From an optimization exercise on the open Yosys and OpenROAD flow, aimed at small area and a short achievable clock period; shortcuts taken in it are not production practice.
Only simulation tests tie the RTL to the original design; equivalence was not proved.
Power is estimated from default activity; no workload was simulated.

$ cat flow/config.mk
export PLATFORM = sky130hd
export DESIGN_NAME = RISC_top
export DESIGN_NICKNAME = RISC_top
export VERILOG_FILES = /design/flow/design.v
export SDC_FILE = /design/flow/constraint.sdc
export NUM_CORES = 4
export LEC_CHECK = 0
export CAP_MARGIN = 20
export CORE_MARGIN = 2
export CORE_UTILIZATION = 40
export SLEW_MARGIN = 20
$ cat flow/constraint.sdc
create_clock -name core_clock -period 8.0 [get_ports {clk}]
set_input_delay 1.6000 -clock core_clock [delete_from_list [all_inputs] [get_ports {clk}]]
set_output_delay 1.6000 -clock core_clock [all_outputs]
set_load 0.01 [all_outputs]
$ cat flow/design.v
parameter NOP = 7'b0000000;
parameter ADD = 7'b0000010;
parameter SUB = 7'b0000101;
parameter SLT = 7'b1100101;
parameter AND = 7'b0001000;
parameter OR  = 7'b0001010;
parameter XOR = 7'b0001100; 
parameter ST  = 7'b0000001;
parameter LD  = 7'b0100001;
parameter ADI = 7'b0100010; 
parameter SBI = 7'b0100101;
parameter NOT = 7'b0101110;
parameter ANI = 7'b0101000;
parameter ORI = 7'b0101010;
parameter XRI = 7'b0101100;
parameter AIU = 7'b1100010;
parameter SIU = 7'b1000101;
parameter MOV = 7'b1000000;
parameter LSL = 7'b0110000;
parameter LSR = 7'b0110001;
parameter ASL = 7'b0110010;
parameter ASR = 7'b0110011;
parameter ROL = 7'b0110100;
parameter ROR = 7'b0110101;
parameter RLC = 7'b0110110; 
parameter RRC = 7'b0110111;
parameter JMR = 7'b1100001;
parameter BZ  = 7'b0100000;
parameter BNZ = 7'b1100000;
parameter JMP = 7'b1000100;
parameter JML = 7'b0000111;
`timescale 1ns / 1ps
module RISC_top(
    input clk,rst,
    output [15:0] imem_addr,
    input  [31:0] imem_data,
    output        dmem_we,
    output [5:0]  dmem_addr,
    output [31:0] dmem_wdata,
    input  [31:0] dmem_rdata,
    output        wb_we,
    output [4:0]  wb_addr,
    output [31:0] wb_data
    );
     parameter NOP = 7'b0000000;
parameter ADD = 7'b0000010;
parameter SUB = 7'b0000101;
parameter SLT = 7'b1100101;
parameter AND = 7'b0001000;
parameter OR  = 7'b0001010;
parameter XOR = 7'b0001100; 
parameter ST  = 7'b0000001;
parameter LD  = 7'b0100001;
parameter ADI = 7'b0100010; 
parameter SBI = 7'b0100101;
parameter NOT = 7'b0101110;
parameter ANI = 7'b0101000;
parameter ORI = 7'b0101010;
parameter XRI = 7'b0101100;
parameter AIU = 7'b1100010;
parameter SIU = 7'b1000101;
parameter MOV = 7'b1000000;
parameter LSL = 7'b0110000;
parameter LSR = 7'b0110001;
parameter ASL = 7'b0110010;
parameter ASR = 7'b0110011;
parameter ROL = 7'b0110100;
parameter ROR = 7'b0110101;
parameter RLC = 7'b0110110; 
parameter RRC = 7'b0110111;
parameter JMR = 7'b1100001;
parameter BZ  = 7'b0100000;
parameter BNZ = 7'b1100000;
parameter JMP = 7'b1000100;
parameter JML = 7'b0000111;
    reg  [15:0] pc;
    wire [15:0] pc_inc = pc + 16'd1;
    assign imem_addr = pc;
    reg  [15:0] d_pc1;
    reg  [6:0]  d_op;
    reg  [24:0] d_ir;
    reg         w_we;        
    reg  [4:0]  w_da;
    reg  [31:0] w_data;
    reg  [31:0] e_A, e_B;
    reg  [15:0] e_bra;
    reg  [4:0]  e_da, e_sh, e_rot;
    reg         e_rwnz, e_mw, e_fwe;
    reg         e_bz, e_bnz, e_jr, e_j;
    reg         e_ld, e_slt;
    reg         e_bsel, e_binv, e_cin, e_log, e_mf;
    reg  [1:0]  e_lop;
    reg         e_kl, e_kr, e_knone, e_fill;
    reg RW, PS, MW, MB, MA, CS;
    reg [4:0] FS;
    reg [1:0] MD, BS;
    always @(*)
        case (d_op)
            ADD: {RW, MD, BS, PS, MW, FS, MB, MA, CS} = 15'b1_00_00_0_0_00010_0_0_0;
            SUB: {RW, MD, BS, PS, MW, FS, MB, MA, CS} = 15'b1_00_00_0_0_00101_0_0_0;
            SLT: {RW, MD, BS, PS, MW, FS, MB, MA, CS} = 15'b1_10_00_0_0_00101_0_0_0;
            AND: {RW, MD, BS, PS, MW, FS, MB, MA, CS} = 15'b1_00_00_0_0_01000_0_0_0;
            OR:  {RW, MD, BS, PS, MW, FS, MB, MA, CS} = 15'b1_00_00_0_0_01010_0_0_0;
            XOR: {RW, MD, BS, PS, MW, FS, MB, MA, CS} = 15'b1_00_00_0_0_01100_0_0_0;
            ST:  {RW, MD, BS, PS, MW, FS, MB, MA, CS} = 15'b0_00_00_0_1_00000_0_0_0;
            LD:  {RW, MD, BS, PS, MW, FS, MB, MA, CS} = 15'b1_01_00_0_0_00000_0_0_0;
            ADI: {RW, MD, BS, PS, MW, FS, MB, MA, CS} = 15'b1_00_00_0_0_00010_1_0_1;
            SBI: {RW, MD, BS, PS, MW, FS, MB, MA, CS} = 15'b1_00_00_0_0_00101_1_0_1;
            NOT: {RW, MD, BS, PS, MW, FS, MB, MA, CS} = 15'b1_00_00_0_0_01110_0_0_0;
            ANI: {RW, MD, BS, PS, MW, FS, MB, MA, CS} = 15'b1_00_00_0_0_01000_1_0_0;
            ORI: {RW, MD, BS, PS, MW, FS, MB, MA, CS} = 15'b1_00_00_0_0_01010_1_0_0;
            XRI: {RW, MD, BS, PS, MW, FS, MB, MA, CS} = 15'b1_00_00_0_0_01100_1_0_0;
            AIU: {RW, MD, BS, PS, MW, FS, MB, MA, CS} = 15'b1_00_00_0_0_00010_1_0_0;
            SIU: {RW, MD, BS, PS, MW, FS, MB, MA, CS} = 15'b1_00_00_0_0_00101_1_0_0;
            MOV: {RW, MD, BS, PS, MW, FS, MB, MA, CS} = 15'b1_00_00_0_0_00000_0_0_0;
            LSL: {RW, MD, BS, PS, MW, FS, MB, MA, CS} = 15'b1_00_00_0_0_10000_0_0_0;
            LSR: {RW, MD, BS, PS, MW, FS, MB, MA, CS} = 15'b1_00_00_0_0_10001_0_0_0;
            ASL: {RW, MD, BS, PS, MW, FS, MB, MA, CS} = 15'b1_00_00_0_0_10010_0_0_0;
            ASR: {RW, MD, BS, PS, MW, FS, MB, MA, CS} = 15'b1_00_00_0_0_10011_0_0_0;
            ROL: {RW, MD, BS, PS, MW, FS, MB, MA, CS} = 15'b1_00_00_0_0_10100_0_0_0;
            ROR: {RW, MD, BS, PS, MW, FS, MB, MA, CS} = 15'b1_00_00_0_0_10101_0_0_0;
            RLC: {RW, MD, BS, PS, MW, FS, MB, MA, CS} = 15'b1_00_00_0_0_10110_0_0_0;
            RRC: {RW, MD, BS, PS, MW, FS, MB, MA, CS} = 15'b1_00_00_0_0_10111_0_0_0;
            JMR: {RW, MD, BS, PS, MW, FS, MB, MA, CS} = 15'b0_00_10_0_0_00000_0_0_0;
            BZ:  {RW, MD, BS, PS, MW, FS, MB, MA, CS} = 15'b0_00_01_0_0_00000_1_0_1;
            BNZ: {RW, MD, BS, PS, MW, FS, MB, MA, CS} = 15'b0_00_01_1_0_00000_1_0_1;
            JMP: {RW, MD, BS, PS, MW, FS, MB, MA, CS} = 15'b0_00_11_0_0_00000_1_0_1;
            JML: {RW, MD, BS, PS, MW, FS, MB, MA, CS} = 15'b1_00_11_0_0_00111_1_1_1;
            default:
                 {RW, MD, BS, PS, MW, FS, MB, MA, CS} = 15'b0_00_00_0_0_00000_0_0_0;
        endcase
    wire [4:0]  DA = d_ir[24:20];
    wire [4:0]  AA = d_ir[19:15];
    wire [4:0]  BA = d_ir[14:10];
    wire [4:0]  SH = d_ir[4:0];
    wire [14:0] IM = d_ir[14:0];
    wire [31:0] CU = {{17{CS & IM[14]}}, IM};
    reg  [31:0] R [1:31];
    wire [31:0] ra = (AA == 5'd0) ? 32'd0 : R[AA];
    wire [31:0] rb = (BA == 5'd0) ? 32'd0 : R[BA];
    wire wbA = w_we & (w_da == AA);
    wire wbB = w_we & (w_da == BA);
    wire w31 = w_we & (w_da == 5'd31);
    wire fA = ~MA & e_fwe & (AA == 5'd31) & ~w31;
    wire fB = ~MB & e_fwe & (BA == 5'd31) & ~w31;
    wire [31:0] A_pre = MA ? {16'b0, d_pc1} : fA ? 32'd0 : wbA ? w_data : ra;
    wire [31:0] B_pre = MB ? CU             : fB ? 32'd0 : wbB ? w_data : rb;
    wire [3:0] flags;    
    wire [31:0] BusA = A_pre | {28'b0, flags & {4{fA}}};
    wire [31:0] BusB = B_pre | {28'b0, flags & {4{fB}}};
    wire [3:0] G = FS[3:0];
    wire [15:0] bra = d_pc1 + {IM[14], IM};
    wire left = ~FS[0];
    always @(posedge clk) begin
        d_pc1 <= pc_inc;
        d_ir  <= imem_data[24:0];
        e_A   <= BusA;
        e_B   <= BusB;
        e_bra <= bra;
        e_da  <= DA;
        e_sh  <= SH;
        e_rot <= (FS[3:1] == 3'd3) ? 5'd0 : left ? (5'd0 - SH) : SH;
        e_ld   <= (MD == 2'b01);
        e_slt  <= (MD == 2'b10);
        e_bsel <= (G == 4'd2) | (G == 4'd3) | (G == 4'd4) | (G == 4'd5);
        e_binv <= (G == 4'd4) | (G == 4'd5) | (G == 4'd6);
        e_cin  <= (G == 4'd1) | (G == 4'd3) | (G == 4'd5);
        e_log  <= ~FS[4] & FS[3];
        e_lop  <= FS[2:1];
        e_mf   <= FS[4];
        e_kl   <= (FS[3:2] == 2'b00) & ~FS[0];
        e_kr   <= (FS[3:2] == 2'b00) &  FS[0];
        e_knone <= (FS[3:0] == 4'b0110);
        e_fill <= (FS[3:0] == 4'b0011);
        w_da   <= e_da;
    end
    always @(posedge clk) begin
        if (rst) begin
            pc <= 16'd0;
            d_op <= 7'd0;
            {e_rwnz, e_mw, e_fwe, e_bz, e_bnz, e_jr, e_j} <= 7'd0;
            w_we <= 1'b0;
        end else begin
            d_op   <= imem_data[31:25];
            e_rwnz <= RW & (DA != 5'd0);
            e_mw   <= MW;
            e_fwe  <= (FS != 5'd0);
            e_bz   <= (BS == 2'b01) & ~PS;
            e_bnz  <= (BS == 2'b01) &  PS;
            e_jr   <= (BS == 2'b10);
            e_j    <= (BS == 2'b11);
            w_we   <= e_rwnz;
            pc     <= npc;
        end
    end
    assign dmem_we    = e_mw;
    assign dmem_addr  = e_A[5:0];
    assign dmem_wdata = e_B;
    wire [31:0] A = e_A;
    wire [31:0] B = e_B;
    wire [31:0] Y = (B & {32{e_bsel}}) ^ {32{e_binv}};
    wire [32:0] S = {1'b0, A} + {1'b0, Y} + {32'd0, e_cin};
    reg  [31:0] L;
    always @(*)
        case (e_lop)
            2'b00: L = A & B;
            2'b01: L = A | B;
            2'b10: L = A ^ B;
            default: L = ~A;
        endcase
    wire [31:0] Gr = e_log ? L : S[31:0];
    wire Cf = e_log ? (e_lop == 2'b11) : (S[32] ^ e_binv);
    wire Vf = (A[31] ^ B[31]) & Gr[31];
    wire [31:0] r0 = e_rot[0] ? {A[0],     A[31:1]}  : A;
    wire [31:0] r1 = e_rot[1] ? {r0[1:0],  r0[31:2]} : r0;
    wire [31:0] r2 = e_rot[2] ? {r1[3:0],  r1[31:4]} : r1;
    wire [31:0] r3 = e_rot[3] ? {r2[7:0],  r2[31:8]} : r2;
    wire [31:0] r4 = e_rot[4] ? {r3[15:0], r3[31:16]} : r3;
    reg  [31:0] tge;     
    reg  [31:0] keep;
    integer k;
    always @(*) begin
        for (k = 0; k < 32; k = k + 1) tge[k] = (k >= e_sh);
        for (k = 0; k < 32; k = k + 1)
            keep[k] = ~e_knone & ((e_kl & tge[k]) | (e_kr & tge[31-k]) | ~(e_kl | e_kr));
    end
    wire fillb = e_fill & A[31];
    wire [31:0] H = (r4 & keep) | (~keep & {32{fillb}});
    wire [31:0] F = e_mf ? H : Gr;
    wire Nf = F[31];
    wire Zf = ~|F;
    assign flags = {Zf, Vf, Nf, Cf};
    wire [31:0] BusD = e_ld ? dmem_rdata : e_slt ? {31'b0, Nf ^ Vf} : F;
    always @(posedge clk) w_data <= BusD;
    wire az = ~|A;
    wire take = e_j | (e_bz & az) | (e_bnz & ~az);
    wire [15:0] npc = take ? e_bra : e_jr ? A[15:0] : pc_inc;
    assign wb_we   = w_we;
    assign wb_addr = w_da;
    assign wb_data = w_data;
    wire [31:0] wd_r0 = w_data & {32{~rst}};
    wire [31:0] wd_r1 = w_data | {32{rst}};
    genvar i, b;
    generate
        for (i = 1; i < 31; i = i + 1) begin : gr
            wire [31:0] rv = i;
            wire [31:0] d;
            for (b = 0; b < 32; b = b + 1) begin : gb
                assign d[b] = rv[b] ? wd_r1[b] : wd_r0[b];
            end
            always @(posedge clk)
                if (rst | (w_we && w_da == i))
                    R[i] <= d;
        end
    endgenerate
    wire [31:0] d31 = rst ? 32'd31 : w31 ? w_data : {28'b0, flags};
    always @(posedge clk)
        if (rst | w31 | e_fwe)
            R[31] <= d31;
endmodule
$ cat flow/run.sh
#!/bin/bash
# synth_recipe.tcl (not shown) runs the flow's synth.tcl, then flattens the netlist and writes it again
# the make line also repeats each setting of config.mk as NAME=value (left out here)
make -C /OpenROAD-flow-scripts/flow DESIGN_CONFIG=/design/flow/config.mk WORK_HOME=/design/flow/orfs CLKGATE_MAP_FILE= SYNTH_SCRIPT=/design/flow/synth_recipe.tcl finish
==> summary.txt <==
## routing by layer
layer | up-vias | routed length, um | global-route usage [%]
li1 | 19587 | - | -
met1 | 24655 | 97690 | 45.33
met2 | 5570 | 120700 | 55.35
met3 | 1823 | 47850 | 15.78
met4 | 16 | 28610 | 27.39
met5 | - | 133 | 0
## metrics by stage
stage          instances  total power, mW
2_1_floorplan       4810            10.51
3_3_place_gp        6671            12.48
3_5_place_dp        6671            12.49
4_1_cts             6891            18.32
5_1_grt             6891            18.95
6_report            6904            18.57
## sequential cells by signal, summed over array words and instances (netlist names), 2 cells and up
signal and count:
FS 5, e_A 32, e_B 32, MD 2
pc 16, R 992, BS 2, e_rot 5
w_da 5, d_pc1 16, e_sh 5, w_data 32
e_bra 16, e_lop 2, d_ir 25, e_da 5
## logic make-up after synthesis
logic type | Yosys count | share of synthesized area (%)
compound gates | 1610 | 20.66
flops | 1217 | 58.62
simple gates | 1098 | 9.201
buf+inv | 510 | 3.367
mux | 170 | 4.276
fa+ha+maj | 120 | 2.605
xor+xnor | 85 | 1.273
## layout make-up
cell class | count | area (um2)
antenna | 13 | 32.53
clock inverter | 71 | 887.1
timing repair buffer | 323 | 2818
clock buffer | 149 | 3163
inverter | 131 | 494.2
tap | 1917 | 2399
fill | 13054 | 78340
sequential | 1217 | 34300
multi-input combinational | 3083 | 22950
## power breakdown
group	switching, mW	leakage [nW]	internal [mW]	total, mW
registers	1.03	11.9	8.16	9.19
logic	2.29	9.50	1.15	3.45
clock network	2.58	1.94	3.36	5.94
total	5.90	23.4	12.7	18.6
## synthesized netlist by cell type (18+ instances only)
cell type  count
nor4_1        23
nand2_1      299
nand4_1      144
buf_1         36
edfxtp_1     992
nor3_1        95
xnor2_1       64
o211ai_1      33
a222oi_1      68
a21oi_1      245
dfxtp_1      225
mux4_2        57
a221oi_1     311
o21ai_0      174
nor2b_1       58
inv_1        129
nand2b_1      24
and3_1        44
ha_1         117
o221ai_1      23
or3_1         18
xor2_1        21
a22o_1       294
mux2i_1       68
nor2_1       238
nand3_1       88
a22oi_1      258
a211oi_1      23
o22ai_1       18
mux2_2        26
clkbuf_1     326
## worst reg2reg max path, stage by stage (launching register included)
cell and delay, ps:
dfxtp_1 310, buf_4 350, nand2_1 120, xor2_1 160
fa_1 420, fa_1 430, nor2b_1 300, o2111a_1 340
o31ai_1 150, a2111oi_0 630, o211ai_1 160, nor3b_1 190
nor4_2 310, nand4_1 160, nor4_1 610, nand4_1 560
o21ai_1 290
## worst max-delay path by stage
stage | startpoint | to | slack (ps)
6_report | e_bsel | R[31][3] | 2350
5_1_grt | e_bsel | R[31][3] | 2200
4_1_cts | e_bsel | R[31][3] | 2530
3_5_place_dp | e_binv | R[31][3] | 2620
3_3_place_gp | e_bsel | R[31][3] | 2630
2_1_floorplan | w_da[0] | R[17][0] | 3300
==> flow_summary.json <==
{
  "tns_ps": 0,
  "clk_pin_slew_ps": 70,
  "ys.flop_type": "edfxtp_1",
  "avgViaCountPerCell": 7.481,
  "nets": 5060,
  "finalHoldViolCount": 0,
  "cp_slowest_stage_delay_ps": 630,
  "regToRegSetupSlack_ps": 2350,
  "fp-row-count": 140,
  "peakVddDrop_v": 0.0001941,
  "dp_hpwl_mm": 169.5,
  "skew_ps": 54.17,
  "finalMaxSlewViolations": 0,
  "die_w_um": 386.4,
  "grt_max_degree": 54,
  "clock_latency_ps": 790,
  "cts_setup_buffers": 0,
  "area_growth_pct": 14.61,
  "endpoint_kind": "register",
  "routabilityCongestion": 1.004,
  "holdWs_ps": 320.2,
  "num_vias": 51651,
  "cts.sinks": 1217,
  "routed_wl_mm": 295.0,
  "postCtsHoldBufs": 0,
  "cts_made_buffers": 118,
  "coreArea_um2": 145400,
  "min_to": "w_da[1]",
  "synth-seq-area-share_pct": 58.62,
  "syn_nets": 4996,
  "worstPathCellList": "buf_4 > nand2_1 > xor2_1 > fa_1 > fa_1 > nor2b_1 > o2111a_1 > o31ai_1 > a2111oi_0 > o211ai_1 > nor3b_1 > nor4_2 > nand4_1 > nor4_1 > nand4_1 > o21ai_1",
  "slowest_stage": "a2111oi_0",
  "worst_pin_slew_ps": 1237,
  "final_common_cell": "edfxtp_1",
  "power.leakage_nw": 23.38,
  "dieArea_um2": 149300,
  "dr.pass1.iters": 10,
  "antenna_found_initial": 16,
  "start_util_pct": 40.24,
  "whs_path_depth": 0,
  "r2r_start": "e_bsel",
  "layout_common_cells": "edfxtp_1, a221oi_1, a22o_1",
  "timing.final.crit_period_ps": 5653,
  "post-route-util_pct": 46.11,
  "r2r_cells": 16,
  "critPathArrivalTime_ps": 6250,
  "min_from": "e_da[1]",
  "wl_per_cell_um": 42.72,
  "cp_num_buf_inv": 1,
  "netlist_instances": 4810,
  "synthTopCellsByArea": "edfxtp_1, dfxtp_1, a221oi_1, a22o_1, a22oi_1",
  "drt-initial-drc-count": 10741,
  "status": "finished clean",
  "ys_types": 88,
  "grt_overflow_total": 0,
  "synthArstFlopShare_pct": 0,
  "drive_gt1_share_pct": 11.50,
  "postCtsResizedCells": 0,
  "die_h_um": 386.4,
  "antenna_left": 0,
  "htreeDepth": 3,
  "setup.worst_path.start_class": "register",
  "rr_endpoint": "R[31][3]",
  "setup_viol": 0,
  "crit_required_ps": 8590,
  "pre_cts_slack_ps": 2622,
  "cpLargestDelayFamily": "simple AND/OR/NAND/NOR gates",
  "ys_warn_count": 34,
  "syn_area_per_cell_um2": 12.16,
  "crit_type": "reg2reg",
  "cp.depth": 16,
  "io_buffers": 158,
  "design_area_um2": 67050,
  "maxCapViolations": 0,
  "netlist.area_leader.share_pct": 50.92,
  "first_global_vias": 48040,
  "fin_ws_ps": 2347,
  "io-pin-count": 159,
  "synth.largest_area_cell": "edfxtp_1",
  "cts.path.max_buffers": 3,
  "drc": 0,
  "root_buffer": "clkbuf_16",
  "fin_crit_sh_pct": 70.66,
  "fmaxAchievable_ghz": 0.1769,
  "powerDensity_nw_per_um2": 277.0,
  "place_area_um2": 62960,
  "worstHoldPathType": "reg2reg",
  "ys_ff_latch": 1217,
  "worst_slew_margin_rel_pct": 17.32,
  "rsz0062_at_grt": "false",
  "synth_area_um2": 58500,
  "grt_first_pass_wirelength_mm": 398.6,
  "cp_max_fo": 32,
  "cts_tree": "built",
  "synth_edf_count": 992,
  "grtUsageTotal_pct": 38.06
}

## what the ideal ports hide
In the flow no input, the clock included, has a driving cell. The finished layout below was timed again as built, in two steps.
Step 1: set_driving_cell puts a clkbuf_16 on clk and a buf_2 on each other input, an assumption about the parent block.
Step 2 times the ports against the registers' clock, not the clock port: input delays grow and output delays shrink by t, the midpoint of the rising clock arrivals with the driver on.
Three values: no drivers, after step 1, after step 2; two values: the first two.
t (ns): 0.845
setup WS [ns]: 2.347 / 2.347 / 2.347
worst setup path after step 2: register to register
worst slew at a driven data input, ns: 0.06
After both steps setup and hold are still met in this run. The setup slack of this run moves by 0.000 ns with the drivers and by 0.000 ns with both steps.
